Background: an optimization exercise with open tools, aiming at small area, a short achievable clock period and few clock cycles per item. Do not read the settings as production practice.
Only simulation tests tie the RTL to the original design; equivalence was not proved.

==> inputs of trial 8 <==
// axis_averaging_filter
module axis_averaging_filter #(
    parameter R_I=5, C_I=5, W_I=8, R_K=3, C_K=3,
              DEPTH = $clog2(R_K*C_K),
              LATENCY = DEPTH + 1)(
    input                       clk, rstn,
    output                      s_axis_averaging_ready,
    input                       s_axis_averaging_valid,
    input  [R_I*C_I*W_I-1:0]    s_axis_averaging_data,
    input                       m_axis_averaging_ready,
    output                      m_axis_averaging_valid,
    output [R_I*C_I*W_I-1:0]    m_axis_averaging_data
);
    wire [279:0] sums, sums_q;
    averaging_filter AVERAGING_FILTER (
        .img(s_axis_averaging_data),
        .sums(sums)
    );
    skid_buffer #(.WIDTH(280)) SKID (
        .clk(clk), .rstn(rstn),
        .s_ready(s_axis_averaging_ready),
        .s_valid(s_axis_averaging_valid),
        .s_data (sums),
        .m_ready(m_axis_averaging_ready),
        .m_valid(m_axis_averaging_valid),
        .m_data (sums_q)
    );
    divide_all DIVIDE (
        .sums(sums_q),
        .final_img(m_axis_averaging_data)
    );
endmodule
export LEC_CHECK = 0
export CAP_MARGIN = 20
export CORE_MARGIN = 2
export CORE_UTILIZATION = 55
export CTS_BUF_LIST = sky130_fd_sc_hd__clkbuf_4 sky130_fd_sc_hd__clkbuf_8
export SETUP_SLACK_MARGIN = 2.0
export SLEW_MARGIN = 20
create_clock -name core_clock -period 8.5 [get_ports {clk}]
standard.sh (not shown) runs the stock make flow with config.mk's settings and CLKGATE_MAP_FILE= SYNTH_SCRIPT=/design/flow/synth_recipe.tcl, a recipe that flattens the netlist after the stock synthesis.
==> flow/flow/run.sh <==
#!/bin/bash
# Layout flow: the standard ORFS flow (standard.sh), except that
#  - the combinational leaf modules listed in flow/premap.json are mapped to
#    cells first (premap.py) and handed to the standard synthesis as fixed
#    netlists; registers and all other logic go through standard synthesis;
#  - the port buffers are sky130_fd_sc_hd__buf_1 cells.
# Each tool's output goes to a log file in this folder.
set -uo pipefail
cd "$(dirname "$0")/.."
if ! python3 flow/premap.py > premap.log 2>&1; then
    echo "premap failed, using the design as is" >> premap.log
    cp design.v design_premapped.v
fi
bash standard.sh VERILOG_FILES=$PWD/design_premapped.v \
    BUFFER_PORTS_ARGS="-buffer_cell sky130_fd_sc_hd__buf_1" > standard.log 2>&1
Other scripts of this flow, unchanged in this note and not shown: flow/flow/div9_w10.v, flow/flow/div9_w11.v, flow/flow/div9_w11p.v, flow/flow/div9_w12p.v, flow/flow/premap.json, flow/flow/premap.py
==> build 75 (differences from trial 8) <==
--- a/flow/config.mk
+++ b/flow/config.mk
@@ -9,5 +9,4 @@
 export CORE_MARGIN = 2
 export CORE_UTILIZATION = 55
 export CTS_BUF_LIST = sky130_fd_sc_hd__clkbuf_4 sky130_fd_sc_hd__clkbuf_8
-export SETUP_SLACK_MARGIN = 2.0
 export SLEW_MARGIN = 20
==> trial 23 (differences from trial 8) <==
--- a/flow/config.mk
+++ b/flow/config.mk
@@ -7,7 +7,8 @@
 export LEC_CHECK = 0
 export CAP_MARGIN = 20
 export CORE_MARGIN = 2
-export CORE_UTILIZATION = 55
+export CORE_UTILIZATION = 65
 export CTS_BUF_LIST = sky130_fd_sc_hd__clkbuf_4 sky130_fd_sc_hd__clkbuf_8
-export SETUP_SLACK_MARGIN = 2.0
+export PLACE_DENSITY = 0.8
+export SETUP_SLACK_MARGIN = 1.3
 export SLEW_MARGIN = 20
==> build 87 (differences from trial 8) <==
--- a/flow/config.mk
+++ b/flow/config.mk
@@ -9,5 +9,5 @@
 export CORE_MARGIN = 2
 export CORE_UTILIZATION = 55
 export CTS_BUF_LIST = sky130_fd_sc_hd__clkbuf_4 sky130_fd_sc_hd__clkbuf_8
-export SETUP_SLACK_MARGIN = 2.0
+export SETUP_SLACK_MARGIN = 1.3
 export SLEW_MARGIN = 20
==> results.txt <==
quantity	build 75	trial 8	trial 23	build 87
Dominant cell type by count on the critical path	nand2_1	nand2_2	nand2_1	fa_1
Result of the run	timing/DRC/antenna clean	timing/DRC/antenna clean	timing/DRC/antenna clean	timing/DRC/antenna clean
Most common cell after layout, fill and taps aside	fa_1	buf_4	nand2_1	nand2_1
Unrepaired setup endpoints after global routing	no	yes	yes	yes
Worst setup path class	reg2out	reg2out	reg2out	in2reg
Number of clock buffers inserted by TritonCTS	50	48	49	48
Design area	29300 sq um	36300 sq um	30500 sq um	30200 sq um
Number of filler cells placed in the layout	3855	2783	2529	3700
Via density per instance	5.71	5.92	6.16	5.74
Worst hold slack after final layout	567 ps	537 ps	550 ps	546 ps
Total die area	48900 sq um	48900 sq um	41500 sq um	48900 sq um
Detailed-router iteration count before antenna repair	6	8	6	6
Post-layout min period	7910 ps	6940 ps	7280 ps	7100 ps
Sum of met3 wire segment lengths after detailed routing	7820 um	10600 um	11000 um	7590 um
Arr. time, crit path	6210 ps	5240 ps	5580 ps	7480 ps
Initial detailed-routing violation count	1866	2383	2561	1646
Portion of the layout cell area used by non-clock buffers	5.41%	14.5%	6.22%	5.64%
CP endpoint kind	primary output	primary output	primary output	flop
Testbench counts of trial 8, summed over its fixed seeds: cycles 2,056, items 2,048.
Testbench counts of build 75, summed over its fixed seeds: cycles 2,056, items 2,048.
Testbench counts of trial 23, summed over its fixed seeds: cycles 2,056, items 2,048.
Testbench counts of build 87, summed over its fixed seeds: cycles 2,056, items 2,048.

==> re-timing with driven ports <==
Ports are ideal in the flow. The routed layouts listed here were re-timed in OpenROAD. Step 1 (the two cells are an assumption about what drives the block):
set clk [get_ports {clk}]
set_driving_cell -lib_cell sky130_fd_sc_hd__clkbuf_16 $clk
set_driving_cell -lib_cell sky130_fd_sc_hd__buf_2 [delete_from_list [all_inputs] $clk]
Step 2 adds t to the input delays and takes it off the output delays; t is the mean of the earliest and latest rising clock arrival at the registers after step 1. Input paths then give back, and output paths get back, about the clock's delay inside the block. a / b / c = ideal / step 1 / step 2; a / b = the first two.
run | t (ns) | setup WS [ns] | worst slew at a driven data input, ns
trial 8 | 0.694 | 1.558 / 1.500 / 1.050 | 0.13
build 75 | 0.686 | 0.593 / 0.534 / 0.342 | 0.11
trial 23 | 0.698 | 1.223 / 1.167 / 0.708 | 0.11
build 87 | 0.684 | 1.396 / 1.433 / 0.749 | 0.12
After both steps every run listed still meets setup and hold. For build 87, which loses most, drivers alone change the setup slack by +0.037 ns; drivers and shift together by -0.647 ns.
